Background: an optimization exercise with open tools, aiming at small area. Do not read the settings as production practice. The RTL was checked by simulation tests, not by an equivalence proof against the original design. Power figures rest on the tool's default switching activity, not on a simulated workload.

<file path="flow/flow/synth.tcl">
# The standard synthesis (synth_recipe.tcl, sourced unchanged), with one
# change: Yosys's abc pass maps the combinational logic with the
# area-oriented ABC script in abc_area.script instead of ORFS's script.
# Flip-flops are mapped before abc runs, so the registers, their names and
# their cell types are exactly those of the standard synthesis.
proc abc {args} {
  set i [lsearch -exact $args -script]
  if { $i >= 0 } {
    set args [lreplace $args [expr {$i + 1}] [expr {$i + 1}] $::env(FLOW_ABC_SCRIPT)]
  }
  yosys abc {*}$args
}
source $::env(FLOW_WORK)/synth_recipe.tcl
</file>
<file path="flow/config.mk">
export PLATFORM = sky130hd
export DESIGN_NAME = riscvCpu
export DESIGN_NICKNAME = riscvCpu
export VERILOG_FILES = /design/flow/design.v
export SDC_FILE = /design/flow/constraint.sdc
export NUM_CORES = 4
export LEC_CHECK = 0
export CAP_MARGIN = 0
export CORE_MARGIN = 2
export CORE_UTILIZATION = 55
export SLEW_MARGIN = 0
</file>
<file path="flow/standard.sh">
#!/bin/bash
# synth_recipe.tcl (not shown) runs the flow's synth.tcl, then flattens the netlist and writes it again
# the make line also repeats each setting of config.mk as NAME=value (left out here)
make -C /OpenROAD-flow-scripts/flow DESIGN_CONFIG=/design/flow/config.mk WORK_HOME=/design/flow/orfs CLKGATE_MAP_FILE= SYNTH_SCRIPT=/design/flow/synth_recipe.tcl "${@:-finish}"
</file>
<file path="flow/design.v">
module riscvCpu #(parameter PC_WIDTH = 32, INS_WIDTH = 32, REG_WIDTH = 32, IMMFULLWIDTH = 19, REG_ADDR_WIDTH = 5, TOTAL_REGS = 32) (
  input logic resetn,
  input logic clk,
  input logic [REG_WIDTH-1:0] regRdData1,
  input logic [REG_WIDTH-1:0] regRdData2,
  input logic [REG_WIDTH-1:0] memrdData,
  input logic [INS_WIDTH-1:0] InstrData,
  output logic [REG_ADDR_WIDTH-1:0] regWrAdr,
  output logic [REG_ADDR_WIDTH-1:0] regRdAdr1,
  output logic [REG_ADDR_WIDTH-1:0] regRdAdr2,
  output logic regWE,
  output logic [REG_WIDTH-1:0] regWrData,
  output logic [PC_WIDTH-1:0] memAdr,
  output logic [REG_WIDTH-1:0] memwrData,
  output logic memWE,
  output logic [PC_WIDTH-1:0] InstrAdr
);
  function automatic logic is_ctrl(input logic [6:0] op);
    is_ctrl = (op == 7'h63) || (op == 7'h6F) || (op == 7'h67);
  endfunction
  logic [31:0] pc;             
  logic [31:0] instr;          
  logic [31:0] ir;             
  logic [31:0] e_rs1, e_rs2;   
  logic [6:0]  e_op;
  logic [4:0]  e_rd, e_ra1, e_ra2;
  logic [2:0]  e_f3;
  logic [6:0]  e_f7;
  logic [31:0] m_res;          
  logic [31:0] badr;           
  logic        dobr;
  logic        m_ctrl, m_load, m_wr, m_fwd;
  logic [4:0]  m_rd;
  logic [31:0] w_val;          
  logic        w_wr;
  logic [4:0]  w_rd;
  logic        f0, f1, f2;     
  logic        d1, d2, d3;     
  logic [1:0]  e_n;            
  logic        e_j;            
  logic w_stall;
  always_comb
    w_stall = resetn && (is_ctrl(instr[6:0]) || is_ctrl(ir[6:0]) || is_ctrl(e_op) || m_ctrl);
  logic [31:0] pc_inc;
  always_comb begin : inc
    logic c;
    c = !is_jalr;
    pc_inc[1:0] = pc[1:0];
    for (int i = 2; i < 32; i++) begin
      pc_inc[i] = pc[i] ^ c;
      c = c & pc[i];
    end
  end
  assign InstrAdr = pc;
  always_ff @(posedge clk or negedge resetn)
    if (!resetn) pc <= 32'd0;
    else if (dobr) pc <= badr;
    else if (!w_stall) pc <= pc_inc;
  always_ff @(posedge clk) begin
    instr <= w_stall ? 32'h00000013 : InstrData;
    ir <= instr;
  end
  logic inc_now, ir_jal;
  assign inc_now = resetn && !dobr && !w_stall;
  assign ir_jal  = ir[6:0] == 7'h6F;
  always_ff @(posedge clk) begin
    f0 <= inc_now;
    f1 <= f0;
    f2 <= f1;
    d1 <= resetn && dobr;
    d2 <= d1;
    d3 <= d2;
    e_n <= ir_jal ? ({1'b0, f1} + {1'b0, f2}) : ({1'b0, inc_now} + {1'b0, f0} + {1'b0, f1});
    e_j <= d3;
  end
  assign regRdAdr1 = ir[19:15];
  assign regRdAdr2 = ir[24:20];
  logic [31:0] res;
  logic        fwd_next;
  logic [31:0] rs1_data, rs2_data;
  logic hE1, hM1, hW1, hE2, hM2, hW2;
  assign hE1 = (e_rd == ir[19:15]) && (e_rd != 5'd0);
  assign hM1 = (m_rd == ir[19:15]) && (m_rd != 5'd0);
  assign hW1 = (w_rd == ir[19:15]) && (w_rd != 5'd0);
  assign hE2 = (e_rd == ir[24:20]) && (e_rd != 5'd0);
  assign hM2 = (m_rd == ir[24:20]) && (m_rd != 5'd0);
  assign hW2 = (w_rd == ir[24:20]) && (w_rd != 5'd0);
  assign rs1_data = ({32{hE1 && fwd_next}} & res)
                  | ({32{!hE1 && hM1 && m_fwd}} & m_res)
                  | ({32{!hE1 && !hM1 && hW1 && w_wr}} & w_val)
                  | ({32{!hE1 && !hM1 && !hW1}} & regRdData1);
  assign rs2_data = ({32{hE2 && fwd_next}} & res)
                  | ({32{!hE2 && hM2 && m_fwd}} & m_res)
                  | ({32{!hE2 && !hM2 && hW2 && w_wr}} & w_val)
                  | ({32{!hE2 && !hM2 && !hW2}} & regRdData2);
  always_ff @(posedge clk or negedge resetn)
    if (!resetn) begin
      e_op <= 7'd0;
      e_rd <= 5'd0;
    end else begin
      e_op <= ir[6:0];
      e_rd <= ir[11:7];
    end
  always_ff @(posedge clk) begin
    e_rs1 <= rs1_data;
    e_rs2 <= rs2_data;
    e_ra1 <= ir[19:15];
    e_ra2 <= ir[24:20];
    e_f3  <= ir[14:12];
    e_f7  <= ir[31:25];
  end
  logic is_op, is_opi, is_auipc, is_lui, is_jal, is_jalr, is_br, is_ld, is_st;
  assign is_op    = e_op == 7'h33;
  assign is_opi   = e_op == 7'h13;
  assign is_auipc = e_op == 7'h17;
  assign is_lui   = e_op == 7'h37;
  assign is_jal   = e_op == 7'h6F;
  assign is_jalr  = e_op == 7'h67;
  assign is_br    = e_op == 7'h63;
  assign is_ld    = e_op == 7'h03;
  assign is_st    = e_op == 7'h23;
  logic [31:0] imm;
  logic        sS, sB, sU, sJ, sI, sgn;
  assign sS  = is_st;
  assign sB  = is_br;
  assign sU  = is_lui || is_auipc;
  assign sJ  = is_jal;
  assign sI  = !(sS || sB || sU || sJ);
  assign sgn = e_f7[6];
  assign imm[0]     = (sI & e_ra2[0]) | (sS & e_rd[0]);
  assign imm[4:1]   = ({4{sI || sJ}} & e_ra2[4:1]) | ({4{sS || sB}} & e_rd[4:1]);
  assign imm[10:5]  = {6{!sU}} & e_f7[5:0];
  assign imm[11]    = ((sI || sS) & sgn) | (sB & e_rd[0]) | (sJ & e_ra2[0]);
  assign imm[19:12] = ({8{sU || sJ}} & {e_ra1, e_f3}) | ({8{!(sU || sJ)}} & {8{sgn}});
  assign imm[30:20] = ({11{sU}} & {e_f7[5:0], e_ra2}) | ({11{!sU}} & {11{sgn}});
  assign imm[31]    = sgn;
  logic [31:0] opd1, opd2;
  assign opd1 = e_rs1;
  assign opd2 = e_rs2;
  logic [29:0] pcb_hi;
  logic [31:0] pc_back, base, tgt;
  bk_add #(30) u_back (.a(pc[31:2]), .b({28'hfffffff, ~e_n}), .cin(1'b1), .s(pcb_hi), .cout(), .p(), .g());
  assign pc_back = {pcb_hi, pc[1:0]};
  assign base = ({32{is_jalr || is_ld || is_st}} & opd1)
              | ({32{is_auipc || is_br || (is_jal && !e_j)}} & pc_back)
              | ({32{is_jal && e_j}} & badr);
  bk_add #(32) u_tgt (.a(base), .b(imm), .cin(1'b0), .s(tgt), .cout(), .p(), .g());
  assign memWE     = is_st;
  assign memwrData = opd2;
  assign memAdr    = (is_ld || is_st) ? tgt : 32'd0;
  logic        sub;
  logic [31:0] ain, bin, bx, sum, ap, ag;
  logic        cout, ult, eq, slt_s, btkn;
  assign ain = opd1;
  assign bin = ({32{is_op || is_br}} & opd2) | ({32{!(is_op || is_br)}} & tgt);
  assign sub = is_br || ((is_op || is_opi) &&
               ((e_f3 == 3'd0) ? (is_op && (e_f7 != 7'd0)) : (e_f3 == 3'd2 || e_f3 == 3'd3)));
  assign bx  = bin ^ {32{sub}};
  bk_add #(32) u_alu (.a(ain), .b(bx), .cin(sub), .s(sum), .cout(cout), .p(ap), .g(ag));
  assign ult   = !cout;
  assign eq    = &ap;
  assign slt_s = (ain[31] ^ bin[31]) ? ain[31] : ult;
  always_comb
    case (e_f3)
      3'd0: btkn = eq;
      3'd1: btkn = !eq;
      3'd4: btkn = slt_s;
      3'd5: btkn = !slt_s;
      3'd6: btkn = ult;
      3'd7: btkn = !ult;
      default: btkn = 1'b0;
    endcase
  logic        left;
  logic [4:0]  shamt;
  logic [31:0] shin, shout, shres;
  assign left  = (e_f3 == 3'd1);
  assign shamt = is_op ? opd2[4:0] : e_ra2;
  always_comb
    for (int i = 0; i < 32; i++) shin[i] = left ? ain[31-i] : ain[i];
  assign shout = shin >> shamt;
  always_comb
    for (int i = 0; i < 32; i++) shres[i] = shout[31-i];
  logic        alu_op, sel_sum, sel_shl, sel_shr, sel_lt, sel_p, sel_g, sel_pc;
  assign alu_op  = is_op || is_opi;
  assign sel_sum = is_auipc || (alu_op && e_f3 == 3'd0);
  assign sel_shl = alu_op && e_f3 == 3'd1;
  assign sel_shr = alu_op && e_f3 == 3'd5;
  assign sel_lt  = alu_op && (e_f3 == 3'd2 || e_f3 == 3'd3);
  assign sel_p   = alu_op && (e_f3 == 3'd4 || e_f3 == 3'd6);
  assign sel_g   = alu_op && (e_f3 == 3'd6 || e_f3 == 3'd7);
  assign sel_pc  = is_jal || is_jalr;
  always_comb begin
    res = ({32{sel_sum}} & sum) | ({32{sel_shl}} & shres) | ({32{sel_shr}} & shout)
        | ({32{sel_p}} & ap) | ({32{sel_g}} & ag) | ({32{sel_pc}} & pc_inc)
        | ({32{is_lui}} & imm);
    res[0] = res[0] | (sel_lt & ult);
  end
  assign fwd_next = is_op || is_opi || is_auipc || is_jalr || is_lui;
  always_ff @(posedge clk) begin
    m_res  <= res;
    m_fwd  <= fwd_next;
    m_load <= is_ld;
    m_wr   <= fwd_next || is_ld || is_jal;
    m_ctrl <= is_br || is_jal || is_jalr;
    m_rd   <= e_rd;
    dobr   <= is_jal || is_jalr || (is_br && btkn);
    if (is_br || is_jal || is_jalr) badr <= tgt;
    else if (dobr)                  badr <= pc;
  end
  always_ff @(posedge clk) begin
    w_val <= m_load ? memrdData : m_res;
    w_wr  <= m_wr;
    w_rd  <= m_rd;
  end
  assign regWE     = w_wr && (w_rd != 5'd0);
  assign regWrAdr  = w_rd;
  assign regWrData = w_val;
endmodule
module bk_add #(parameter W = 32) (
  input  logic [W-1:0] a,
  input  logic [W-1:0] b,
  input  logic         cin,
  output logic [W-1:0] s,
  output logic         cout,
  output logic [W-1:0] p,
  output logic [W-1:0] g
);
  logic [W-1:0] gg, pp;
  assign p = a ^ b;
  assign g = a & b;
  always_comb begin
    gg = g;
    pp = p;
    gg[0] = g[0] | (p[0] & cin);
    for (int k = 0; (1 << k) < W; k++)
      for (int i = (2 << k) - 1; i < W; i += (2 << k)) begin
        gg[i] = gg[i] | (pp[i] & gg[i - (1 << k)]);
        pp[i] = pp[i] & pp[i - (1 << k)];
      end
    for (int k = 4; k >= 0; k--)
      if ((3 << k) - 1 < W)
        for (int i = (3 << k) - 1; i < W; i += (2 << k)) begin
          gg[i] = gg[i] | (pp[i] & gg[i - (1 << k)]);
          pp[i] = pp[i] & pp[i - (1 << k)];
        end
  end
  assign s = p ^ {gg[W-2:0], cin};
  assign cout = gg[W-1];
endmodule
</file>
<file path="flow/flow/run.sh">
#!/bin/bash
# Own layout flow: the standard ORFS flow (standard.sh) with these changes
# to how the layout is made:
#  * synthesis is the standard synthesis script with an area-oriented ABC
#    mapping script (flow/synth.tcl, flow/abc_area.script); registers are
#    unchanged;
#  * the input and output port buffers are the platform's smallest buffer
#    (sky130_fd_sc_hd__buf_1) instead of the delay buffer buffer_ports picks;
#  * clock tree synthesis inserts no dummy loads and builds the tree from
#    sky130_fd_sc_hd__clkbuf_4 buffers.
# make's full output goes to make_finish.log here; each ORFS step's log is
# copied here too.
set -euo pipefail
export FLOW_WORK="$PWD"
export FLOW_ABC_SCRIPT="$PWD/flow/abc_area.script"
bash standard.sh \
  "SYNTH_SCRIPT=$PWD/flow/synth.tcl" \
  "BUFFER_PORTS_ARGS=-buffer_cell sky130_fd_sc_hd__buf_1" \
  "CTS_ARGS=-sink_clustering_enable -repair_clock_nets -dont_use_dummy_load -buf_list sky130_fd_sc_hd__clkbuf_4" \
  finish > make_finish.log 2>&1
cp orfs/logs/sky130hd/riscvCpu/base/*.log . 2>/dev/null || true
</file>
<file path="flow/constraint.sdc">
create_clock -name core_clock -period 9.0 [get_ports {clk}]
set_input_delay 1.8000 -clock core_clock [delete_from_list [all_inputs] [get_ports {clk}]]
set_output_delay 1.8000 -clock core_clock [all_outputs]
set_load 0.01 [all_outputs]
</file>
<file path="flow/flow/abc_area.script">
strash
&get -n
&st
&syn2
&dch -f
&nf -a
&put
topo
dnsize -c
</file>
==> results.tsv, run 1 <==
stage	metric	value	unit
timing	max-slew-margin-rel	23.70	%
place	placedCellCount	2728	
timing	final.min_clock_period	8796	ps
timing	finalHoldViolCount	0	
yosys	total_of_flip_flops_plus_latches_after_synthesis	313	
cts	clk_pin_slew	60	ps
global_routing	grtUsageTotal	41.56	%
die	rows	66	
critical_path	worst-setup-path-type	reg2out	
cts	cts_tree	yes	
timing	final_min_period_over_clock_period	97.73	%
global_routing	grt_antenna_before_repair	3	
routing	route.detailed.wl_per_inst	25.54	um
yosys	synthDistinctLibCells	65	
routing	totalWireLength	72010	um
cells_and_area	drive_above_1_share	8.428	%
yosys	avgSynthCellArea	9.300	um^2
yosys	synth_largest_area_cell	dfxtp_1	
yosys	leading_cell_types_by_total_area_after_synthesis	dfxtp_1 (26%), ha_1 (7.4%), dfrtp_1 (6.1%)	
cts	tritoncts.num_buffers	80	
yosys	synth_nets	2205	
cts	tritoncts_num_sinks	313	
yosys	synth.yosys.seq_area_share	37.83	%
yosys	syn_inst	1935	
global_routing	pin_count_of_the_biggest_net_entering_global_routing	59	
critical_path	setup.worst_path.end_class	primary output	
die	design.core.area	32370	um^2
yosys	post-synth-top-area-fraction	26.37	%
place	place_congestion	1.020	
power_and_ir_drop	power.static_leakage	0.008223	uW
routing	detailedRoute.firstPassIterationCount	7	
die	floorplan.die_area	34180	um^2
timing	whs	261.7	ps
critical_path	crit_arrival	7000	ps
routing	postRouteAntennaNets	0	
critical_path	timing.critical_path.from_type	flip-flop	
critical_path	max_fanout_on_critical_path	3	
yosys	synth_adder_area_share	11.21	%
yosys	asyncSetResetFlopFracSynth	14.06	%
yosys	synth_edf_count	32	
cts	clock_insertion_delay_worst_skew	820	ps
yosys	ys.flop_type	dfxtp_1	
critical_path	worstPathRequired	7200	ps
cells_and_area	utilization	64.84	%
timing	clock_skew	108.7	ps
yosys	synthXorXnorAreaFrac	5.257	%
timing	tightestPinTransition	1142	ps
yosys	synth-compound-area-share	22.48	%
yosys	ys_warn_count	3	
power_and_ir_drop	vdd_drop_max	0.1729	mV
yosys	netlist_area	17990	um^2
routing	route.detailed.drc	0	
cells_and_area	areaGrowthSynthToFinish	16.64	%
cts	cts_root_buf	clkbuf_4	
timing	timing.final.max_slew_violations	0	
cells_and_area	multi_input_area	10910	um^2
timing	setup-violations-final	0	
flow_run	maxCapViolCount	0	
routing	route.vias.total	18380	
yosys	main_combinational_cell_family_by_area_after_synthesis	compound AO/OA/AOI/OAI gates	
outcome	outcome	complete, no violations	
critical_path	timing.critical_path.slowest_cell_delay	430	ps
routing	detail_route.vias_per_cell	6.520	
yosys	synth_simple_gate_area_share	14.45	%
die	floorplan.die.width	184.9	um
cts	ctsLongestPathBuffers	3	
place	portBuffers	274	
die	floorplan.io_pins	275	
cts	ctsHoldBuffers	0	
global_routing	via_count_of_the_first_global_routing_pass	17310	
global_routing	total_overflow_reported_by_the_global_router	0	
yosys	synth.area.mux_share	6.279	%
die	die_h	184.9	um
cells_and_area	final.fill_count	2817	
cts	cts_htree_levels	3	
hold_path	hp-class	reg2reg	
cells_and_area	layout.nets	2645	
place	hpwl	51860	um
critical_path	worst_path_max_delay_cell	fa_1	
cells_and_area	seq_area	6808	um^2
critical_path	timing.critical_path.mode_cell	clkinv_1	
power_and_ir_drop	power-per-cell-area	192.6	nW/um^2
timing	max_freq	113.7	MHz
cells_and_area	layout.cells.non_filler	2819	
die	floorplan.initialDensity	55.59	%
routing	drt_iter0_drc	2556	
global_routing	global_route_wire_length_before_repair	104900	um
[report_power, final]
group / total (uW) / switching [uW] / internal [uW] / leakage (uW)
Combinational: 1260 / 741 / 517 / 0.00506
Clock: 924 / 521 / 403 / 0.000368
Sequential: 1860 / 274 / 1590 / 0.00280
[state kept, by name, summed over array words and instances (netlist names), 7 cells and up]
name	cells
ir	32
pc	32
e_rs1	32
w_val	32
badr	32
instr	32
e_op	7
m_res	32
e_rs2	32
e_f7	7
[cell families after synthesis]
kind of cell / after synthesis
compound gates: 611
xor+xnor: 108
fa+ha+maj: 141
buf+inv: 110
flops: 313
mux: 107
simple gates: 545
[Yosys cell counts (24+ instances only)]
cell type / number
ha_1: 106
edfxtp_1: 32
a22oi_1: 37
xnor2_1: 72
mux2i_1: 60
nand2_1: 148
dfrtp_1: 44
nor2_1: 139
o21ai_0: 144
clkinv_1: 100
mux2_1: 47
xor2_1: 36
a21oi_1: 201
nand3_1: 79
a222oi_1: 77
nor2b_1: 34
fa_1: 34
dfxtp_1: 237
nor3_1: 24
and2_0: 51
[cells in the final DEF (no fill, tap or decap), types with 36 or more instances in the layout]
master,synthesis,routed
nor2_1,139,135
nand3_1,79,79
xnor2_1,72,72
ha_1,106,105
a222oi_1,77,77
o21ai_0,144,142
xor2_1,36,36
clkinv_1,100,100
a21oi_1,201,199
dfxtp_1,237,236
and2_0,51,49
mux2i_1,60,60
buf_1,0,273
dfrtp_1,44,44
mux2_1,47,47
nand2_1,148,146
a22oi_1,37,37
buf_4,10,94
clkbuf_4,0,80
[area by class of cell]
class	instances	share of cell area (%)
clock buffer	80	2.861
timing repair buffer	368	8.268
inverter	100	1.788
tap	442	2.635
antenna	4	0.04769
sequential	313	32.44
multi-input combinational	1512	51.96
[routing by layer]
| metal | global-route usage, % | up-vias | part of all wire [%] | wire length (um) |
|---|---|---|---|---|
| met5 | 0 | - | 0 | 0 |
| li1 | - | 8153 | - | - |
| met2 | 62.20 | 1277 | 43 | 30690 |
| met4 | 26.57 | 0 | 6.4 | 4607 |
| met1 | 53.48 | 8703 | 39 | 28210 |
| met3 | 10.52 | 248 | 12 | 8499 |
[path summary, 6_finish.rpt]
kind                       startpoint          to  slack (ps)  cells after the start
setup / recovery                pc[2]  memAdr[31]         200                     32
hold / removal              instr[25]      ir[25]         260                      0
setup reg to reg              e_op[3]   e_rs1[31]         370                     37
hold reg to reg             instr[25]      ir[25]         260                      0
max in group asynchronous      resetn       pc[3]        7250                      2
min in group asynchronous      resetn      pc[18]        1130                      2
[through the flow]
step / total power, uW / setup WS, ps / setup TNS, ps / cell area, um^2
global placement: 3045 / 358.8 / 0 / 20250
CTS: 3995 / 59.63 / 0 / 20880
finish: 4043 / 204.3 / 0 / 20990
detailed placement: 3076 / 204.7 / 0 / 20250
floorplan: 2562 / 435.4 / 0 / 17990
global route: 4247 / -59.50 / -59.50 / 20980
[repair_timing]
item / in CTS / in global routing
buffers inserted: 1 / 6
setup endpoints to repair: 2 / 12
resized for setup: 4 / 11
pin swaps: 1 / 5
[worst max-delay path, delay by kind of cell (launching register included)]
family	cells	cell delay, ps
DFF	1	400
adders and majority gates	5	1370
AOI/OAI and AO/OA	8	1530
xor gates and xnor gates	2	430
buffers and inverters	6	660
and+or+nand+nor	11	1850
==> run 2: changes to the inputs <==
--- a/flow/config.mk
+++ b/flow/config.mk
@@ -7,5 +7,6 @@
 export LEC_CHECK = 0
 export CAP_MARGIN = 0
 export CORE_MARGIN = 2
-export CORE_UTILIZATION = 55
+export CORE_UTILIZATION = 40
+export GPL_TIMING_DRIVEN = 0
 export SLEW_MARGIN = 0
==> run 2 against run 1 <==
Effect of this change:
- worst hold slack better by 23 ps
- synthesized cell count unchanged
- via count down 1.5%
- core utilization down 16 points
- synthesized area unchanged
- sequential power about the same
- wire length up 6.1%
- critical endpoint unchanged
==> results.tsv, run 2 <==
stage	metric	value	unit
routing	route.detailed.drc	0	
yosys	synthDistinctLibCells	65	
critical_path	worst_path_max_delay_cell	dfrtp_2	
yosys	leading_cell_types_by_total_area_after_synthesis	dfxtp_1 (26%), ha_1 (7.4%), dfrtp_1 (6.1%)	
yosys	netlist_area	17990	um^2
timing	setup-violations-final	0	
cts	tritoncts.num_buffers	86	
cts	clock_insertion_delay_worst_skew	840	ps
power_and_ir_drop	vdd_drop_max	0.1277	mV
critical_path	timing.critical_path.from_type	flip-flop	
timing	timing.final.max_slew_violations	0	
timing	tightestPinTransition	1393	ps
routing	route.detailed.wl_per_inst	25.92	um
yosys	asyncSetResetFlopFracSynth	14.06	%
critical_path	cp_num_buf_inv	4	
global_routing	global_route_wire_length_before_repair	112200	um
die	rows	77	
timing	finalHoldViolCount	0	
global_routing	via_count_of_the_first_global_routing_pass	17810	
hold_path	hp-class	reg2reg	
global_routing	grtUsageTotal	32.07	%
cts	cts_root_buf	clkbuf_4	
cells_and_area	mostFrequentLayoutCell	buf_1	
routing	detail_route.vias_per_cell	6.144	
cts	ctsLongestPathBuffers	3	
place	dp_slack	-2097	ps
cts	cts_tree	yes	
die	die_h	216.1	um
cells_and_area	utilization	48.69	%
die	floorplan.initialDensity	40.60	%
critical_path	timing.critical_path.slowest_cell_delay	440	ps
timing	max-slew-margin-rel	6.880	%
cells_and_area	layout.cells.non_filler	2947	
yosys	synth_nets	2205	
die	floorplan.die.width	216.1	um
yosys	synth.yosys.seq_area_share	37.83	%
power_and_ir_drop	power.static_leakage	0.008296	uW
routing	route.vias.total	18110	
global_routing	grt_antenna_before_repair	1	
critical_path	setup.worst_path.end_class	primary output	
cells_and_area	areaGrowthSynthToFinish	19.91	%
power_and_ir_drop	power-per-cell-area	190.2	nW/um^2
critical_path	worst-setup-path-type	reg2out	
timing	max_freq	114.2	MHz
yosys	yosysMostFrequentCell	dfxtp_1	
outcome	outcome	complete, no violations	
yosys	ys_warn_count	3	
routing	postRouteAntennaNets	0	
yosys	total_of_flip_flops_plus_latches_after_synthesis	313	
power_and_ir_drop	finalPower	4104	uW
global_routing	pin_count_of_the_biggest_net_entering_global_routing	40	
yosys	avgSynthCellArea	9.300	um^2
cts	clk_pin_slew	60	ps
yosys	post-synth-top-area-fraction	26.37	%
yosys	synthTopCellsByCount	dfxtp_1 (237), a21oi_1 (201), nand2_1 (148), o21ai_0 (144), nor2_1 (139)	
cells_and_area	drive_above_1_share	9.601	%
die	design.core.area	44320	um^2
place	hpwl	56980	um
routing	detailedRoute.firstPassIterationCount	9	
routing	totalWireLength	76390	um
cts	ctsHoldBuffers	0	
flow_run	maxCapViolCount	0	
die	floorplan.die_area	46700	um^2
global_routing	total_overflow_reported_by_the_global_router	0	
critical_path	cpLargestDelayFamily	simple AND/OR/NAND/NOR gates	
timing	final_min_period_over_clock_period	97.27	%
critical_path	worstPathRequired	7200	ps
timing	whs	284.2	ps
place	placedCellCount	2833	
timing	layout_setup_ws	245.7	ps
critical_path	crit_arrival	6950	ps
die	floorplan.io_pins	275	
cts	tritoncts_num_sinks	313	
cts	cts_htree_levels	3	
cells_and_area	mostFrequentLayoutCells	buf_1 (272), dfxtp_1 (235), a21oi_1 (196)	
cells_and_area	layout.nets	2626	
yosys	syn_inst	1935	
place	place_congestion	0.9830	
timing	clock_skew	84.80	ps
yosys	synth_largest_area_cell	dfxtp_1	
yosys	synth_edf_count	32	
critical_path	max_fanout_on_critical_path	5	
yosys	ys.flop_type	dfxtp_1	
place	portBuffers	274	
routing	drt_iter0_drc	2201	
timing	final.min_clock_period	8754	ps
-- run 2: changes by cell type in the layout (fill, tap and decap cells not counted), sizes merged --
cell,before,now
buf,367,342
or3,8,9
diode,4,1
clkbuf,81,86
-- run 2: worst paths after layout --
| check | start | end | slack, ps | depth (start not counted) |
|---|---|---|---|---|
| max | pc[2] | memAdr[31] | 250 | 30 |
| min | instr[30] | ir[30] | 280 | 0 |
| max reg2reg | e_op[4] | e_rs2[30] | 330 | 37 |
| min reg2reg | instr[30] | ir[30] | 280 | 0 |
| max in group asynchronous | resetn | e_op[5] | 7300 | 2 |
| min in group asynchronous | resetn | pc[18] | 1000 | 1 |
-- run 2: final cells by class --
class / count / area, um^2
plain buffers: 10 / 75.07
well taps: 592 / 740.7
inverters: 100 / 375.4
clock buffers: 86 / 645.6
repair buffers: 332 / 1789
multi-input cells: 1513 / 11130
fillers: 4392 / 22740
flip-flops and latches: 313 / 6817
diodes: 1 / 2.502
-- run 2: timing repair --
action | CTS | global route
gates resized for setup | 43 | 24
gates cloned | 1 | 0
setup buffers | 7 | 19
pin swaps | 7 | 10
setup endpoints to repair | 86 | 48
-- run 2: cells by family (layout without fill, tap and decap cells) --
| family | after synthesis | in the layout | synth area share [%] |
|---|---|---|---|
| buf+inv | 110 | 528 | 2.503 |
| compound gates | 611 | 611 | 22.48 |
| mux | 107 | 107 | 6.279 |
| flops | 313 | 313 | 37.83 |
| other cells | 0 | 1 | 0 |
| simple gates | 545 | 546 | 14.45 |
| xor+xnor | 108 | 108 | 5.257 |
| fa+ha+maj | 141 | 141 | 11.21 |
-- run 2: per-layer routing --
metal	vias up	GRT usage, %	wire length (um)
li1	8126	-	-
met1	8834	42.15	31700
met2	969	50.52	34260
met3	177	6.372	6918
met4	0	15.53	3506
met5	-	0	0
-- run 2: where the power goes --
part	total, uW	switching [uW]	internal [uW]
combinational	1270	756	516
clock	970	539	431
sequential	1860	275	1590
-- run 2: worst register-to-register path: cells and delay by family (launching register included) --
family,cells,cell delay (ps)
AOI/OAI and AO/OA,5,1260
adders and majority gates,29,5930
buffers and inverters,1,200
DFF,1,510
and+or+nand+nor,2,660
-- run 2: metrics by stage --
stage | TNS, ps | instance area (um^2)
6_report | 0 | 21580
5_1_grt | -159.7 | 21580
4_1_cts | 0 | 21330
3_5_place_dp | -77280 | 20450
3_3_place_gp | -254680 | 19760
2_1_floorplan | 0 | 17990
==> run 3: changes to the inputs <==
--- a/flow/config.mk
+++ b/flow/config.mk
@@ -8,5 +8,4 @@
 export CAP_MARGIN = 0
 export CORE_MARGIN = 2
 export CORE_UTILIZATION = 40
-export GPL_TIMING_DRIVEN = 0
 export SLEW_MARGIN = 0
==> run 3 against run 2 <==
Effect of this change:
- final area fell by 0.56%
- worst hold slack got worse by 2.7 ps
- die area did not move
- flip-flop and latch count did not move
- first-iteration DRC count fell by 4.1%
- largest cell class unchanged
- largest power group unchanged
==> results.tsv, run 3 <==
stage	metric	value	unit
outcome	outcome	complete, no violations	
yosys	netlist_area	17990	um^2
place	place_congestion	1.004	
critical_path	max_fanout_on_critical_path	3	
timing	timing.final.max_slew_violations	0	
yosys	post-synth-top-area-fraction	26.37	%
yosys	ys_warn_count	3	
die	rows	77	
cells_and_area	mostFrequentLayoutCell	buf_1	
power_and_ir_drop	power.static_leakage	0.008415	uW
cells_and_area	layout.nets	2687	
yosys	synthDistinctLibCells	65	
die	die_h	216.1	um
cells_and_area	mostFrequentLayoutCells	buf_1 (272), dfxtp_1 (236), a21oi_1 (199)	
critical_path	worst_path_max_delay_cell	fa_1	
critical_path	timing.critical_path.from_type	flip-flop	
cts	cts_root_buf	clkbuf_4	
routing	drt_iter0_drc	2110	
cts	clk_pin_slew	60	ps
yosys	yosysMostFrequentCell	dfxtp_1	
yosys	leading_cell_types_by_total_area_after_synthesis	dfxtp_1 (26%), ha_1 (7.4%), dfrtp_1 (6.1%)	
yosys	ys.flop_type	dfxtp_1	
critical_path	setup.reg_to_reg.worst_slack	570	ps
die	floorplan.initialDensity	40.60	%
routing	totalWireLength	77280	um
critical_path	reg2reg_to	e_rs2[29]	
yosys	synth_nets	2205	
timing	max_freq	114.8	MHz
cells_and_area	final.fill_count	4428	
flow_run	maxCapViolCount	0	
routing	route.detailed.drc	0	
cts	ctsLongestPathBuffers	3	
cts	ctsHoldBuffers	0	
cells_and_area	drive_above_1_share	9.979	%
yosys	synth_largest_area_cell	dfxtp_1	
die	floorplan.io_pins	275	
routing	route.vias.total	18290	
critical_path	regToRegStartpoint	pc[2]	
power_and_ir_drop	vdd_drop_max	0.1391	mV
timing	final.min_clock_period	8712	ps
place	portBuffers	274	
die	floorplan.die.width	216.1	um
cts	cts_htree_levels	3	
timing	setup-violations-final	0	
die	floorplan.die_area	46700	um^2
yosys	synthTopCellsByCount	dfxtp_1 (237), a21oi_1 (201), nand2_1 (148), o21ai_0 (144), nor2_1 (139)	
timing	tightestPinTransition	1127	ps
cells_and_area	areaGrowthSynthToFinish	19.25	%
timing	max-slew-margin-rel	24.84	%
cts	tritoncts.num_buffers	87	
routing	detail_route.vias_per_cell	6.077	
cts	tritoncts_num_sinks	313	
global_routing	grt_antenna_before_repair	2	
yosys	synth.yosys.seq_area_share	37.83	%
cts	cts_tree	yes	
cts	clock_insertion_delay_worst_skew	850	ps
hold_path	worstHoldPathCells	0	
power_and_ir_drop	power-per-cell-area	192.5	nW/um^2
global_routing	grtUsageTotal	32.65	%
global_routing	global_route_wire_length_before_repair	114300	um
timing	finalHoldViolCount	0	
critical_path	worstPathRequired	7200	ps
yosys	syn_inst	1935	
timing	final_min_period_over_clock_period	96.80	%
global_routing	total_overflow_reported_by_the_global_router	0	
hold_path	holdPathEnd	ir[8]	
hold_path	min-delay-start	instr[8]	
routing	route.detailed.wl_per_inst	25.68	um
place	hpwl	57270	um
yosys	avgSynthCellArea	9.300	um^2
timing	whs	281.5	ps
die	design.core.area	44320	um^2
yosys	asyncSetResetFlopFracSynth	14.06	%
critical_path	worst-setup-path-type	reg2out	
cells_and_area	utilization	48.42	%
yosys	synth_edf_count	32	
timing	clock_skew	89.78	ps
hold_path	hp-class	reg2reg	
routing	postRouteAntennaNets	0	
critical_path	setup.worst_path.end_class	primary output	
critical_path	reg2regPathDepth	39	
global_routing	pin_count_of_the_biggest_net_entering_global_routing	66	
critical_path	timing.critical_path.slowest_cell_delay	440	ps
global_routing	via_count_of_the_first_global_routing_pass	18020	
critical_path	crit_arrival	6910	ps
routing	detailedRoute.firstPassIterationCount	9	
yosys	total_of_flip_flops_plus_latches_after_synthesis	313	
[run 3: cell types whose count changed in the layout (fill, tap and decap cells not counted), moves of 7 or more]
cell	delta
buf_12	-7
buf_16	-8
buf_4	+92
buf_6	-12
[run 3: critical path, delay by kind of cell (launching register included)]
kind | cells | cell delay, ps
AO/OA/AOI/OAI | 8 | 1460
AND/OR/NAND/NOR | 11 | 1640
buffers and inverters | 7 | 810
flip-flops | 1 | 390
XOR/XNOR | 2 | 420
adder cells (fa/ha/maj) | 5 | 1390
[run 3: stage by stage]
step | instances | setup slack, ps | area (um^2) | power [uW] | setup TNS, ps
final | 3010 | 287.6 | 21460 | 4131 | 0
after global routing | 3008 | -19.72 | 21450 | 4390 | -19.72
after CTS | 3004 | 10.39 | 21410 | 4141 | 0
after detailed placement | 2915 | 56.00 | 20710 | 3148 | 0
after global placement | 2915 | 274.6 | 20710 | 3126 | 0
after floorplan | 1935 | 435.4 | 17990 | 2562 | 0
[run 3: how the worst max path moves through the flow]
stage | startpoint | endpoint | slack [ps] | cells past startpoint
final | pc[2] | memAdr[31] | 290 | 33
after global routing | pc[2] | memAdr[31] | -20 | 33
after CTS | pc[2] | memAdr[31] | 10 | 33
after detailed placement | pc[2] | e_rs2[29] | 60 | 39
after global placement | pc[2] | e_rs1[29] | 270 | 39
after floorplan | e_op[5] | e_rs2[31] | 440 | 22
[run 3: logic make-up (layout without fill, tap and decap cells)]
family | count (synthesis) | count (layout) | share of synthesized area, %
compound gates | 611 | 611 | 22.48
simple gates | 545 | 545 | 14.45
flops | 313 | 313 | 37.83
fa+ha+maj | 141 | 141 | 11.21
buf+inv | 110 | 590 | 2.503
xor+xnor | 108 | 108 | 5.257
mux | 107 | 107 | 6.279
other cells | 0 | 3 | 0
[run 3: area by class of cell]
type                       instances  area (um^2)  area share (%)
antenna                            3        7.507         0.03499
timing repair buffer             403         1999           9.318
multi-input combinational       1512        10870           50.68
sequential                       313         6808           31.73
inverter                         100        375.4           1.749
tap                              592        740.7           3.452
clock buffer                      87        653.1           3.044
[run 3: where the power goes]
| group | total (uW) | switching [uW] | internal (uW) |
|---|---|---|---|
| Sequential | 1860 | 270 | 1590 |
| Combinational | 1300 | 765 | 538 |
| Clock | 971 | 535 | 436 |
[run 3: layer usage]
| layer | wire (um) | vias up | GRT usage (%) |
|---|---|---|---|
| li1 | - | 8253 | - |
| met1 | 32740 | 8939 | 43.59 |
| met2 | 34500 | 921 | 50.35 |
| met3 | 6703 | 180 | 6.821 |
| met4 | 3343 | 0 | 15.84 |
| met5 | 0 | - | 0 |
[run 3: what timing repair did]
item                       CTS  global route
gates resized for setup      6             6
buffers inserted             2             3
pin swaps                    3             5
setup endpoints to repair    8            18
hold endpoints to repair     0             0
==> run 4: changes to the inputs <==
--- a/flow/flow/run.sh
+++ b/flow/flow/run.sh
@@ -7,7 +7,7 @@
 #  * the input and output port buffers are the platform's smallest buffer
 #    (sky130_fd_sc_hd__buf_1) instead of the delay buffer buffer_ports picks;
 #  * clock tree synthesis inserts no dummy loads and builds the tree from
-#    sky130_fd_sc_hd__clkbuf_4 buffers.
+#    sky130_fd_sc_hd__clkbuf_8 buffers, in sink clusters of up to 20 within 60 um.
 # make's full output goes to make_finish.log here; each ORFS step's log is
 # copied here too.
 set -euo pipefail
@@ -16,6 +16,6 @@
 bash standard.sh \
   "SYNTH_SCRIPT=$PWD/flow/synth.tcl" \
   "BUFFER_PORTS_ARGS=-buffer_cell sky130_fd_sc_hd__buf_1" \
-  "CTS_ARGS=-sink_clustering_enable -repair_clock_nets -dont_use_dummy_load -buf_list sky130_fd_sc_hd__clkbuf_4" \
+  "CTS_ARGS=-sink_clustering_enable -repair_clock_nets -dont_use_dummy_load -buf_list sky130_fd_sc_hd__clkbuf_8 -sink_clustering_size 20 -sink_clustering_max_diameter 60" \
   finish > make_finish.log 2>&1
 cp orfs/logs/sky130hd/riscvCpu/base/*.log . 2>/dev/null || true
--- a/flow/config.mk
+++ b/flow/config.mk
@@ -7,5 +7,5 @@
 export LEC_CHECK = 0
 export CAP_MARGIN = 0
 export CORE_MARGIN = 2
-export CORE_UTILIZATION = 40
+export CORE_UTILIZATION = 55
 export SLEW_MARGIN = 0
==> run 4 against run 3 <==
Effect of this change:
- core utilization grew 15 points
- first-iteration DRC count is 18% higher
- total power is 8.4% lower
- largest power group unchanged
- still clean on timing, DRC and antenna
- flip-flop and latch count stayed put
- final area shrank 3.7%
- critical path depth rose by 4
- via count is 1.9% lower
==> results.tsv, run 4 <==
stage	metric	value	unit
timing	finalHoldViolCount	0	
yosys	netlist_area	17990	um^2
critical_path	setup.reg_to_reg.worst_slack	360	ps
yosys	ys.flop_type	dfxtp_1	
critical_path	cp_num_buf_inv	5	
yosys	synth-compound-area-share	22.48	%
critical_path	timing.critical_path.mode_cell	o21ai_0	
routing	route.detailed.wl_per_inst	25.72	um
die	design.core.area	32370	um^2
cts	cts_tree	yes	
critical_path	timing.critical_path.slowest_cell_delay	520	ps
yosys	synth.yosys.seq_area_share	37.83	%
critical_path	setup.worst_path.end_class	flip-flop	
critical_path	crit_arrival	9130	ps
critical_path	worstPathRequired	9480	ps
power_and_ir_drop	power.static_leakage	0.008016	uW
outcome	outcome	complete, no violations	
yosys	ys_warn_count	3	
critical_path	worst-setup-path-type	reg2reg	
critical_path	reg2reg_to	e_rs1[31]	
critical_path	cpLargestDelayFamily	compound AO/OA/AOI/OAI gates	
routing	detailedRoute.firstPassIterationCount	7	
die	die_h	184.9	um
routing	totalWireLength	70900	um
timing	clock_skew	65.48	ps
global_routing	via_count_of_the_first_global_routing_pass	16790	
die	rows	66	
routing	detail_route.vias_per_cell	6.512	
routing	route.vias.total	17950	
die	floorplan.die_area	34180	um^2
cells_and_area	ant_cells	0	
cells_and_area	drive_above_1_share	6.048	%
yosys	leading_cell_types_by_total_area_after_synthesis	dfxtp_1 (26%), ha_1 (7.4%), dfrtp_1 (6.1%)	
yosys	asyncSetResetFlopFracSynth	14.06	%
timing	setup-violations-final	0	
yosys	synthDistinctLibCells	65	
yosys	synth_simple_gate_area_share	14.45	%
global_routing	pin_count_of_the_biggest_net_entering_global_routing	59	
die	floorplan.io_pins	275	
yosys	yosysMostFrequentCell	dfxtp_1	
yosys	total_of_flip_flops_plus_latches_after_synthesis	313	
yosys	synth_nets	2205	
place	portBuffers	274	
timing	final_min_period_over_clock_period	96.03	%
critical_path	regToRegStartpoint	e_op[3]	
global_routing	global_route_wire_length_before_repair	103300	um
hold_path	hp-class	reg2reg	
cts	tritoncts.num_buffers	24	
cts	cts_root_buf	clkbuf_8	
critical_path	max_fanout_on_critical_path	7	
power_and_ir_drop	vdd_drop_max	0.1732	mV
yosys	post-synth-top-area-fraction	26.37	%
routing	postRouteAntennaNets	0	
critical_path	timing.critical_path.depth	37	
yosys	synth_edf_count	32	
critical_path	worst_path_max_delay_cell	a211oi_1	
yosys	synth_adder_area_share	11.21	%
cts	tritoncts_num_sinks	313	
yosys	main_combinational_cell_family_by_area_after_synthesis	compound AO/OA/AOI/OAI gates	
place	dp_slack	204.7	ps
cts	ctsHoldBuffers	0	
die	floorplan.initialDensity	55.59	%
timing	max_freq	115.7	MHz
cells_and_area	layout.nets	2587	
timing	final.min_clock_period	8643	ps
power_and_ir_drop	power-per-cell-area	183.1	nW/um^2
cells_and_area	areaGrowthSynthToFinish	14.88	%
global_routing	grt_antenna_before_repair	3	
yosys	synthXorXnorAreaFrac	5.257	%
timing	tightestPinTransition	1129	ps
yosys	avgSynthCellArea	9.300	um^2
cts	clock_insertion_delay_worst_skew	620	ps
power_and_ir_drop	finalPower	3786	uW
routing	route.detailed.drc	0	
global_routing	grtUsageTotal	40.54	%
hold_path	min-delay-start	instr[19]	
place	hpwl	51860	um
place	place_congestion	1.020	
critical_path	endpoint	e_rs1[31]	
timing	max-slew-margin-rel	24.54	%
global_routing	total_overflow_reported_by_the_global_router	0	
cells_and_area	mostFrequentLayoutCells	buf_1 (273), dfxtp_1 (236), a21oi_1 (199)	
yosys	syn_inst	1935	
yosys	synth_largest_area_cell	dfxtp_1	
die	floorplan.die.width	184.9	um
cts	cts_htree_levels	1	
cells_and_area	mostFrequentLayoutCell	buf_1	
cts	ctsLongestPathBuffers	3	
critical_path	reg2regPathDepth	37	
critical_path	timing.critical_path.from	e_op[3]	
timing	timing.final.max_slew_violations	0	
flow_run	maxCapViolCount	0	
timing	layout_setup_ws	356.9	ps
routing	drt_iter0_drc	2497	
critical_path	timing.critical_path.from_type	flip-flop	
cts	clk_pin_slew	120	ps
cells_and_area	final.fill_count	2842	
timing	setup_tns	0	ps
yosys	synth.area.mux_share	6.279	%
yosys	synthTopCellsByCount	dfxtp_1 (237), a21oi_1 (201), nand2_1 (148), o21ai_0 (144), nor2_1 (139)	
cells_and_area	utilization	63.86	%
-- run 4: changes by cell type in the layout (fill, tap and decap cells not counted), sizes merged --
cell,change
diode,-3
clkbuf,-64
buf,-36
-- run 4: cell type report --
cell class | instances | area (um^2) | share of cell area (%)
flip-flops and latches | 313 | 6808 | 32.93
well taps | 442 | 553.0 | 2.675
clock buffers | 24 | 330.3 | 1.598
inverters | 100 | 375.4 | 1.816
multi-input cells | 1512 | 10890 | 52.66
repair buffers | 366 | 1720 | 8.322
-- run 4: how the worst min path moves through the flow --
stage,end,slack (ps),cells past startpoint
global placement,ir[24],310,0
floorplan,d2,310,0
global route,ir[19],320,0
finish,ir[19],300,0
CTS,ir[19],310,0
detailed placement,e_j,310,0
-- run 4: power by group --
part	switching [uW]	internal, uW
clock	444	238
sequential	271	1580
combinational	735	515
-- run 4: repair_timing --
item                       CTS  global route
pin swaps                    0             5
setup endpoints to repair    1            23
gates resized for setup      2             9
setup buffers                0             5
-- run 4: per-layer routing --
metal | share of wire (%) | up-vias | GRT usage (%)
li1 | - | 8024 | -
met1 | 40 | 8588 | 53.52
met2 | 42 | 1115 | 61.26
met3 | 11 | 227 | 8.985
met4 | 6.5 | 0 | 23.30
met5 | 0 | - | 0
-- run 4: logic make-up after synthesis --
kind of cell	Yosys count
adders and majority gates	141
muxes	107
AOI/OAI and AO/OA	611
xor gates and xnor gates	108
DFF	313
and+or+nand+nor	545
buffers and inverters	110
-- run 4: metrics by stage --
step | area, um^2 | instances | hold slack [ps]
after floorplan | 17990 | 1935 | 309.6
final | 20670 | 2757 | 304.4
after global placement | 20250 | 2728 | 309.6
after CTS | 20590 | 2752 | 307.7
after detailed placement | 20250 | 2728 | 312.1
after global routing | 20670 | 2757 | 318.2
==> run 5: changes to the inputs <==
==> flow/flow/abc_area.script (replaced) <==
strash
dch
amap
topo
dnsize -c
==> run 5 against run 4 <==
Effect of this change:
- clock-buffer cell count increased by 1
- via count up 4.7%
- register-to-register slack gained 110 ps
- wire length grew 0.94%
- core utilization grew 2.6 points
- synthesized area fell by 3.5%
- clock skew rose by 13 ps
- sequential power shrank 4%
- combinational power is 14% higher
- first-iteration DRC count is 4.0% higher
- maximum frequency rose by 0.20%
- flip-flop and latch count did not move
==> results.tsv, run 5 <==
stage	metric	value	unit
cts	cts_root_buf	clkbuf_8	
flow_run	maxCapViolCount	0	
routing	postRouteAntennaNets	0	
timing	grt_setup_unrepaired	true	
yosys	synth_nets	2229	
yosys	synth_largest_area_cell	dfxtp_1	
power_and_ir_drop	power.sequential.fraction	45.5	%
cts	clk_pin_slew	110	ps
power_and_ir_drop	power.static_leakage	0.007912	uW
yosys	synthDistinctLibCells	41	
routing	route.detailed.wl_per_inst	25.32	um
routing	route.vias.total	18800	
power_and_ir_drop	power-per-cell-area	187.3	nW/um^2
global_routing	pin_count_of_the_biggest_net_entering_global_routing	65	
cells_and_area	mostFrequentLayoutCells	buf_1 (271), clkinv_1 (269), dfxtp_1 (234)	
critical_path	setup.worst_path.end_class	primary output	
critical_path	worst-setup-path-type	reg2out	
critical_path	timing.critical_path.from_type	flip-flop	
yosys	syn_inst	1959	
critical_path	cpLargestDelayFamily	simple AND/OR/NAND/NOR gates	
cells_and_area	final.fill_count	2603	
die	floorplan.die_area	33020	um^2
timing	clock_skew	78.72	ps
outcome	outcome	complete, no violations	
place	place_congestion	1.049	
cells_and_area	mostFrequentLayoutCell	buf_1	
cts	tritoncts.num_buffers	25	
yosys	post-synth-top-area-fraction	27.32	%
critical_path	worstPathRequired	7200	ps
timing	tightestPinTransition	1184	ps
timing	timing.final.max_slew_violations	0	
hold_path	hp-class	reg2reg	
timing	setup-violations-final	0	
timing	final_min_period_over_clock_period	95.84	%
timing	finalHoldViolCount	0	
cells_and_area	layout.nets	2696	
routing	route.detailed.drc	0	
die	rows	65	
timing	max-slew-margin-rel	20.58	%
cells_and_area	ant_cells	0	
critical_path	timing.critical_path.slowest_cell_delay	590	ps
global_routing	total_overflow_reported_by_the_global_router	0	
cells_and_area	layout.cell_area.non_filler	20820	um^2
cts	cts_htree_levels	1	
yosys	netlist_area	17370	um^2
cts	ctsLongestPathBuffers	3	
power_and_ir_drop	internal_power	2417	uW
yosys	synthTopCellsByCount	clkinv_1 (272), dfxtp_1 (237), o22ai_1 (211), nand2_1 (159), o21ai_0 (153)	
routing	drt_iter0_drc	2598	
global_routing	via_count_of_the_first_global_routing_pass	17610	
routing	totalWireLength	71570	um
critical_path	cp_num_buf_inv	8	
power_and_ir_drop	finalPower	3898	uW
power_and_ir_drop	pwr-share-clk	17.8	%
die	floorplan.initialDensity	55.47	%
cts	clock_insertion_delay_worst_skew	620	ps
die	floorplan.io_pins	275	
cells_and_area	utilization	66.48	%
critical_path	worst_path_max_delay_cell	fa_2	
place	placedCellCount	2796	
cells_and_area	areaGrowthSynthToFinish	19.84	%
yosys	asyncSetResetFlopFracSynth	14.06	%
timing	layout_setup_ws	374.1	ps
global_routing	grtUsageTotal	41.69	%
critical_path	max_fanout_on_critical_path	4	
timing	max_freq	115.9	MHz
cells_and_area	seq_area	6810	um^2
yosys	synth.yosys.seq_area_share	39.19	%
die	floorplan.die.width	181.7	um
cts	tritoncts_num_sinks	313	
power_and_ir_drop	vdd_drop_max	0.1539	mV
yosys	ys.flop_type	dfxtp_1	
routing	detail_route.vias_per_cell	6.654	
timing	final.min_clock_period	8626	ps
yosys	avgSynthCellArea	8.866	um^2
power_and_ir_drop	p_sw_share	38.00	%
die	design.core.area	31310	um^2
global_routing	global_route_wire_length_before_repair	104500	um
die	die_h	181.7	um
routing	detailedRoute.firstPassIterationCount	9	
global_routing	grt_antenna_before_repair	1	
cells_and_area	multi_input_area	9781	um^2
place	portBuffers	274	
cts	cts_tree	yes	
yosys	ys_warn_count	3	
place	dpl_cell_area	20220	um^2
power_and_ir_drop	combPwrFrac	36.7	%
yosys	synth_edf_count	32	
critical_path	crit_arrival	6830	ps
yosys	total_of_flip_flops_plus_latches_after_synthesis	313	
place	hpwl	53780	um
cells_and_area	layout.cells.non_filler	2826	
cts	ctsHoldBuffers	0	
yosys	yosysMostFrequentCell	clkinv_1	
power_and_ir_drop	switchingPower	1481	uW
place	dp_slack	-234.0	ps
cells_and_area	drive_above_1_share	10.89	%
yosys	leading_cell_types_by_total_area_after_synthesis	dfxtp_1 (27%), ha_1 (7.6%), o22ai_1 (7.6%)	
run 5: per-stage QoR:
stage               setup TNS (ps)  hold WS [ps]
CTS                              0         282.8
global placement            -3.432         309.7
detailed placement          -459.8         312.1
floorplan                        0         309.6
finish                           0         281.1
global route                -62.74         289.2
run 5: layout make-up:
cell class	count	area share [%]
clock buffer	25	1.653
inverter	272	4.917
multi-input combinational	1364	46.99
sequential	313	32.72
tap	402	2.416
timing repair buffer	450	11.31
run 5: kinds of logic after synthesis:
family,Yosys count,synth area share [%]
fa+ha+maj,140,11.55
buf+inv,282,6.310
simple gates,425,10.67
flops,313,39.19
compound gates,799,32.28
run 5: final timing paths:
check / start / end / slack (ps) / depth (start not counted)
max: pc[2] / memAdr[30] / 370 / 32
max in group asynchronous: resetn / pc[5] / 7140 / 2
min reg2reg: instr[20] / ir[20] / 280 / 0
min: instr[20] / ir[20] / 280 / 0
min in group asynchronous: resetn / e_op[6] / 1300 / 2
max reg2reg: e_op[1] / e_rs1[31] / 470 / 45
run 5: power by group through the flow:
stage / clock network [uW] / logic (uW) / registers [uW]
floorplan: 0 / 788 / 1770
global placement: 0 / 1320 / 1780
detailed placement: 0 / 1350 / 1790
CTS: 698 / 1360 / 1760
global route: 744 / 1540 / 1790
finish: 694 / 1430 / 1770
run 5: repair_timing:
action | CTS | global route
pin swaps | 2 | 18
buffers inserted | 1 | 4
gates resized for setup | 6 | 48
setup endpoints to repair | 9 | 36
run 5: per-layer routing:
layer	part of all wire (%)	GRT usage, %	vias up
li1	-	-	8402
met1	40	55.73	8800
met2	42	62.28	1343
met3	13	11.67	257
met4	5.8	20.29	2
met5	0.018	0	-
==> run 6: changes to the inputs <==
--- a/flow/flow/run.sh
+++ b/flow/flow/run.sh
@@ -7,7 +7,7 @@
 #  * the input and output port buffers are the platform's smallest buffer
 #    (sky130_fd_sc_hd__buf_1) instead of the delay buffer buffer_ports picks;
 #  * clock tree synthesis inserts no dummy loads and builds the tree from
-#    sky130_fd_sc_hd__clkbuf_8 buffers, in sink clusters of up to 20 within 60 um.
+#    sky130_fd_sc_hd__clkbuf_8 buffers, in sink clusters of up to 16 within 50 um.
 # make's full output goes to make_finish.log here; each ORFS step's log is
 # copied here too.
 set -euo pipefail
@@ -16,6 +16,6 @@
 bash standard.sh \
   "SYNTH_SCRIPT=$PWD/flow/synth.tcl" \
   "BUFFER_PORTS_ARGS=-buffer_cell sky130_fd_sc_hd__buf_1" \
-  "CTS_ARGS=-sink_clustering_enable -repair_clock_nets -dont_use_dummy_load -buf_list sky130_fd_sc_hd__clkbuf_8 -sink_clustering_size 20 -sink_clustering_max_diameter 60" \
+  "CTS_ARGS=-sink_clustering_enable -repair_clock_nets -dont_use_dummy_load -buf_list sky130_fd_sc_hd__clkbuf_8 -sink_clustering_size 16 -sink_clustering_max_diameter 50" \
   finish > make_finish.log 2>&1
 cp orfs/logs/sky130hd/riscvCpu/base/*.log . 2>/dev/null || true
==> flow/flow/abc_area.script (replaced) <==
strash
&get -n
&st
&syn2
&dch -f
&nf -a
&put
topo
dnsize -c
==> run 6 against run 5 <==
Effect of this change:
- still clean
- clock-buffer cell count grew 6
- critical path depth is the same
- register-to-register slack lost 170 ps
- largest cell class unchanged
- highest routed layer is now met4
==> results.tsv, run 6 <==
stage	metric	value	unit
cells_and_area	layout.cell_area.non_filler	20780	um^2
critical_path	setup.reg_to_reg.worst_slack	300	ps
cells_and_area	mostFrequentLayoutCells	buf_1 (273), dfxtp_1 (236), a21oi_1 (199)	
yosys	synthDistinctLibCells	65	
hold_path	hp-class	reg2reg	
routing	detailedRoute.firstPassIterationCount	7	
yosys	asyncSetResetFlopFracSynth	14.06	%
critical_path	cpLargestDelayFamily	simple AND/OR/NAND/NOR gates	
critical_path	reg2regPathDepth	37	
global_routing	grt_antenna_before_repair	3	
hold_path	holdPathEnd	e_rd[4]	
die	floorplan.die.width	184.9	um
global_routing	grtUsageTotal	40.73	%
critical_path	timing.critical_path.slowest_cell_delay	430	ps
cts	cts_tree	yes	
critical_path	cp_num_buf_inv	6	
yosys	synth_largest_area_cell	dfxtp_1	
die	floorplan.io_pins	275	
yosys	synth.yosys.seq_area_share	37.83	%
power_and_ir_drop	power-per-cell-area	186.0	nW/um^2
cts	tritoncts_num_sinks	313	
yosys	ys.flop_type	dfxtp_1	
place	place_congestion	1.020	
critical_path	reg2reg_to	e_rs1[31]	
die	design.core.area	32370	um^2
timing	whs	319.4	ps
critical_path	worstPathRequired	7200	ps
cells_and_area	mostFrequentLayoutCell	buf_1	
cts	clk_pin_slew	90	ps
routing	met3_length	7997	um
yosys	total_of_flip_flops_plus_latches_after_synthesis	313	
critical_path	regToRegStartpoint	e_op[3]	
power_and_ir_drop	vdd_drop_max	0.1820	mV
cells_and_area	areaGrowthSynthToFinish	15.46	%
critical_path	setup.worst_path.end_class	primary output	
yosys	synth_nets	2205	
cells_and_area	layout.nets	2594	
timing	tightestPinTransition	1123	ps
routing	maxUsedRoutingLayer	met4	
routing	met2WireLength	30460	um
routing	route.detailed.drc	0	
die	die_h	184.9	um
routing	route.detailed.wl_per_inst	25.75	um
timing	grt_setup_unrepaired	true	
outcome	outcome	complete, no violations	
global_routing	total_overflow_reported_by_the_global_router	0	
timing	clock_skew	57.43	ps
routing	postRouteAntennaNets	0	
die	floorplan.die_area	34180	um^2
cts	cts_root_buf	clkbuf_8	
global_routing	pin_count_of_the_biggest_net_entering_global_routing	59	
critical_path	worst_path_max_delay_cell	dfrtp_1	
cts	clock_insertion_delay_worst_skew	640	ps
power_and_ir_drop	finalPower	3864	uW
yosys	synthTopCellsByCount	dfxtp_1 (237), a21oi_1 (201), nand2_1 (148), o21ai_0 (144), nor2_1 (139)	
routing	detail_route.vias_per_cell	6.540	
timing	max_freq	114.6	MHz
hold_path	min-delay-start	ir[11]	
cts	tritoncts.num_buffers	31	
timing	final.min_clock_period	8726	ps
place	portBuffers	274	
yosys	syn_inst	1935	
yosys	ys_warn_count	3	
cts	ctsLongestPathBuffers	3	
cts	cts_htree_levels	1	
yosys	yosysMostFrequentCell	dfxtp_1	
timing	setup-violations-final	0	
global_routing	via_count_of_the_first_global_routing_pass	16880	
yosys	synth_edf_count	32	
routing	route.vias.total	18100	
timing	final_min_period_over_clock_period	96.96	%
routing	totalWireLength	71260	um
yosys	netlist_area	17990	um^2
timing	finalHoldViolCount	0	
cells_and_area	drive_above_1_share	6.331	%
timing	max-slew-margin-rel	24.94	%
yosys	avgSynthCellArea	9.300	um^2
place	dpl_cell_area	20250	um^2
place	hpwl	51860	um
routing	drt_iter0_drc	2613	
timing	timing.final.max_slew_violations	0	
critical_path	worst-setup-path-type	reg2out	
hold_path	worstHoldPathCells	0	
critical_path	crit_arrival	6930	ps
die	floorplan.initialDensity	55.59	%
die	rows	66	
timing	setup_tns	0	ps
yosys	post-synth-top-area-fraction	26.37	%
yosys	leading_cell_types_by_total_area_after_synthesis	dfxtp_1 (26%), ha_1 (7.4%), dfrtp_1 (6.1%)	
flow_run	maxCapViolCount	0	
critical_path	timing.critical_path.from_type	flip-flop	
critical_path	max_fanout_on_critical_path	5	
routing	detail_route.wirelength.met1	28120	um
global_routing	global_route_wire_length_before_repair	103600	um
power_and_ir_drop	power.static_leakage	0.008067	uW
-- run 6: changes by cell type after synthesis, sizes merged, moves of 51 or more --
cell	previous run	this run
nand3	20	79
clkinv	272	100
o22a	77	2
o22ai	211	2
a21oi	78	201
mux2i	0	60
xnor2	0	72
a222oi	26	77
-- run 6: area by class of cell --
type / instances / area, um^2
fillers: 2837 / 11590
multi-input cells: 1512 / 10890
flip-flops and latches: 313 / 6808
repair buffers: 366 / 1720
well taps: 442 / 553.0
clock buffers: 31 / 426.7
inverters: 100 / 375.4
diodes: 3 / 7.507
-- run 6: metrics by stage --
step                      setup WS [ps]  instances  util (%)
after CTS                         49.48       2759     63.91
after detailed placement          204.7       2728     62.56
after global routing             -73.54       2764     64.16
after global placement            358.8       2728     62.56
after floorplan                   435.4       1935         -
final                             273.8       2767     64.18
-- run 6: cells by family after synthesis --
kind of cell    share of synthesized area [%]
xor+xnor                                5.257
fa+ha+maj                               11.21
mux                                     6.279
simple gates                            14.45
compound gates                          22.48
flops                                   37.83
buf+inv                                 2.503
-- run 6: where the power goes --
group	leakage [uW]	total, uW	internal (uW)	switching, uW
logic	0.00505	1240	512	733
registers	0.00280	1860	1580	273
clock network	0.000223	763	303	459
-- run 6: layer usage --
layer / global-route usage, % / up-vias
li1: - / 8040
met1: 53.89 / 8632
met2: 61.71 / 1187
met3: 8.946 / 237
met4: 22.86 / 0
met5: 0 / -
-- run 6: worst max-delay path by stage --
stage          depth (start not counted)  slack, ps     from          to
2_1_floorplan                         22        440  e_op[5]   e_rs2[31]
3_3_place_gp                          38        360    pc[2]   e_rs1[29]
3_5_place_dp                          38        200    pc[2]   e_rs1[31]
4_1_cts                               32         50    pc[2]  memAdr[31]
5_1_grt                               32        -70    pc[2]  memAdr[31]
6_report                              32        270    pc[2]  memAdr[31]
-- run 6: what timing repair did --
| action | in CTS | in global routing |
|---|---|---|
| hold buffers | 0 | 0 |
| resized for setup | 2 | 10 |
| setup buffers | 0 | 5 |
| pin swaps | 0 | 5 |
| setup endpoints to repair | 1 | 24 |
| gates cloned | 0 | 0 |
==> run 7: changes to the inputs <==
--- a/flow/config.mk
+++ b/flow/config.mk
@@ -7,5 +7,5 @@
 export LEC_CHECK = 0
 export CAP_MARGIN = 0
 export CORE_MARGIN = 2
-export CORE_UTILIZATION = 55
+export CORE_UTILIZATION = 65
 export SLEW_MARGIN = 0
==> run 7 against run 6 <==
Effect of this change:
- flip-flop and latch count is the same
- final area shrank 1.6%
- via count grew 5.5%
- worst setup slack lost 12 ps
- critical path depth grew 5
- die area shrank 15%
- first-iteration DRC count grew 34%
- total power is essentially flat
- clock-buffer cell count shrank 2
- critical path type is now reg2reg
- largest power group unchanged
- highest routed layer unchanged
==> results.tsv, run 7 <==
stage	metric	value	unit
critical_path	cpLargestDelayFamily	adder cells	
yosys	ys.flop_type	dfxtp_1	
timing	final.min_clock_period	8738	ps
cells_and_area	mostFrequentLayoutCells	buf_1 (273), dfxtp_1 (236), a21oi_1 (199)	
critical_path	worstPathRequired	9460	ps
critical_path	timing.critical_path.slowest_cell_delay	500	ps
die	floorplan.io_pins	275	
yosys	synth-compound-area-share	22.48	%
yosys	ys_warn_count	3	
routing	drt_iter0_drc	3498	
routing	detailedRoute.firstPassIterationCount	10	
yosys	netlist_area	17990	um^2
timing	setup_tns	0	ps
yosys	synthTopCellsByCount	dfxtp_1 (237), a21oi_1 (201), nand2_1 (148), o21ai_0 (144), nor2_1 (139)	
power_and_ir_drop	vdd_drop_max	0.2033	mV
yosys	synth_nets	2205	
timing	tightestPinTransition	1260	ps
critical_path	worst_path_max_delay_cell	dfrtp_1	
yosys	synthXorXnorAreaFrac	5.257	%
cts	cts_tree	yes	
global_routing	global_route_wire_length_before_repair	108600	um
critical_path	setup.worst_path.end_class	flip-flop	
timing	setup-violations-final	0	
cts	tritoncts.num_buffers	29	
cells_and_area	layout.nets	2563	
timing	timing.final.max_slew_violations	0	
global_routing	grt_antenna_before_repair	1	
global_routing	pin_count_of_the_biggest_net_entering_global_routing	66	
cts	clk_pin_slew	100	ps
yosys	main_combinational_cell_family_by_area_after_synthesis	compound AO/OA/AOI/OAI gates	
cells_and_area	layout.cell_area.non_filler	20450	um^2
timing	max_freq	114.4	MHz
die	floorplan.die_area	29030	um^2
routing	route.detailed.wl_per_inst	27.42	um
critical_path	cp_num_buf_inv	1	
routing	postRouteAntennaNets	0	
critical_path	timing.critical_path.from_type	flip-flop	
cts	cts_root_buf	clkbuf_8	
place	dpl_cell_area	19950	um^2
cts	ctsHoldBuffers	0	
cts	tritoncts_num_sinks	313	
yosys	leading_cell_types_by_total_area_after_synthesis	dfxtp_1 (26%), ha_1 (7.4%), dfrtp_1 (6.1%)	
global_routing	via_count_of_the_first_global_routing_pass	18350	
yosys	synth.yosys.seq_area_share	37.83	%
power_and_ir_drop	power.static_leakage	0.007914	uW
timing	final_min_period_over_clock_period	97.09	%
timing	clock_skew	106.2	ps
yosys	post-synth-top-area-fraction	26.37	%
cells_and_area	seq_area	6808	um^2
critical_path	worst-setup-path-type	reg2reg	
flow_run	maxCapViolCount	0	
power_and_ir_drop	power-per-cell-area	189.0	nW/um^2
routing	totalWireLength	73050	um
place	portBuffers	274	
cts	cts_htree_levels	1	
yosys	avgSynthCellArea	9.300	um^2
yosys	synth.area.mux_share	6.279	%
yosys	synthDistinctLibCells	65	
die	floorplan.die.width	170.4	um
yosys	syn_inst	1935	
die	design.core.area	27100	um^2
yosys	synth_adder_area_share	11.21	%
die	floorplan.initialDensity	66.40	%
yosys	yosysMostFrequentCell	dfxtp_1	
place	hpwl	52180	um
global_routing	grtUsageTotal	49.69	%
die	die_h	170.4	um
cells_and_area	final.fill_count	1845	
routing	route.vias.total	19090	
timing	max-slew-margin-rel	15.31	%
die	rows	60	
routing	route.detailed.drc	0	
cells_and_area	mostFrequentLayoutCell	buf_1	
place	place_congestion	1.075	
critical_path	max_fanout_on_critical_path	8	
yosys	total_of_flip_flops_plus_latches_after_synthesis	313	
cells_and_area	areaGrowthSynthToFinish	13.64	%
outcome	outcome	complete, no violations	
cells_and_area	drive_above_1_share	5.282	%
yosys	asyncSetResetFlopFracSynth	14.06	%
yosys	synth_simple_gate_area_share	14.45	%
cts	ctsLongestPathBuffers	3	
critical_path	crit_arrival	9200	ps
routing	detail_route.vias_per_cell	7.167	
global_routing	total_overflow_reported_by_the_global_router	0	
yosys	synth_largest_area_cell	dfxtp_1	
hold_path	hp-class	reg2reg	
critical_path	timing.critical_path.mode_cell	ha_1	
timing	finalHoldViolCount	0	
cells_and_area	multi_input_area	10900	um^2
yosys	synth_edf_count	32	
cts	clock_insertion_delay_worst_skew	650	ps
[run 7: cell counts after synthesis]
Identical to the previous run, type by type.
[run 7: worst reg2reg max path: cells and delay by family, from the launching register on]
kind                       cells  cell delay [ps]
and+or+nand+nor                2              810
DFF                            1              500
buffers and inverters          1              220
AOI/OAI and AO/OA              5             1180
adders and majority gates     29             5890
[run 7: where the power goes]
group          switching [uW]  internal [uW]
clock                     456            285
combinational             765            499
sequential                276           1580
total                    1500           2370
[run 7: path summary, 6_finish.rpt]
check / depth (start not counted) / startpoint / endpoint / slack (ps)
worst min-delay path: 0 / instr[8] / ir[8] / 280
worst max-delay path: 37 / e_op[4] / e_rs1[30] / 260
worst max register to register: 37 / e_op[4] / e_rs1[30] / 260
min in group asynchronous: 2 / resetn / pc[20] / 1310
max in group asynchronous: 2 / resetn / pc[1] / 7090
worst min register to register: 0 / instr[8] / ir[8] / 280
[run 7: area by class of cell]
type	count	area share [%]
tap	372	2.276
multi-input combinational	1512	53.29
timing repair buffer	337	7.348
sequential	313	33.29
clock buffer	29	1.952
antenna	1	0.01224
inverter	100	1.836
[run 7: kinds of logic after synthesis]
group,after synthesis
and+or+nand+nor,545
buffers and inverters,110
adders and majority gates,141
muxes,107
xor gates and xnor gates,108
DFF,313
AOI/OAI and AO/OA,611
[run 7: stage by stage]
stage / utilization [%] / hold WS [ps] / power, uW / cells / setup slack (ps)
floorplan: - / 309.6 / 2562 / 1935 / 435.4
global placement: 73.63 / 309.5 / 2994 / 2630 / 278.5
detailed placement: 73.63 / 312.1 / 3062 / 2630 / 44.03
CTS: 75.14 / 299.0 / 3783 / 2659 / 10.12
global route: 75.45 / 297.8 / 4017 / 2663 / -63.07
finish: 75.46 / 280.9 / 3865 / 2664 / 262.1
[run 7: repair_timing]
action,in CTS,in global routing
resized for setup,2,15
pin swaps,0,5
setup buffers,0,4
endpoints found under the setup margin,4,31
[run 7: routing by layer]
metal  vias up  track usage (%)  wire [um]
li1       7976                -          -
met1      8863            62.52      25320
met2      1802            73.77      30360
met3       452            14.56      11000
met4         0            33.85       6361
met5         -                0          0

-- static timing again, ports no longer ideal --
How much do the figures lean on ideal ports? The routed layouts below were timed once more, with nothing changed but the port constraints.
Step 1 sets driving cells, clkbuf_16 on the clock port and buf_2 on the other inputs (assumed; they add their load-dependent delay and slew).
Step 2 adds t to the input delays and takes it off the output delays; t is the mean of the earliest and latest rising clock arrival at the registers after step 1. Input paths then give back, and output paths get back, about the clock's delay inside the block.
Slacks: no drivers / after step 1 / after step 2; pairs: no drivers / after step 1.
run | t, ns | slack for setup (ns) | slew at the worst register clock pin (ns) | worst data-port slew with drivers (ns) | cell pins on the clock port's net
run 1 | 0.819 | 0.204 / 0.152 / 0.374 | 0.07 / 0.07 | 0.03 | 1
run 2 | 0.859 | 0.246 / 0.189 / 0.330 | 0.07 / 0.07 | 0.04 | 1
run 3 | 0.860 | 0.288 / 0.230 / 0.569 | 0.07 / 0.07 | 0.05 | 1
run 4 | 0.639 | 0.357 / 0.327 / 0.357 | 0.12 / 0.12 | 0.03 | 1
run 5 | 0.637 | 0.374 / 0.321 / 0.467 | 0.12 / 0.12 | 0.04 | 1
run 6 | 0.664 | 0.274 / 0.222 / 0.297 | 0.10 / 0.10 | 0.03 | 1
run 7 | 0.649 | 0.262 / 0.230 / 0.262 | 0.10 / 0.10 | 0.05 | 1
After both steps setup and hold are still met in every run listed.
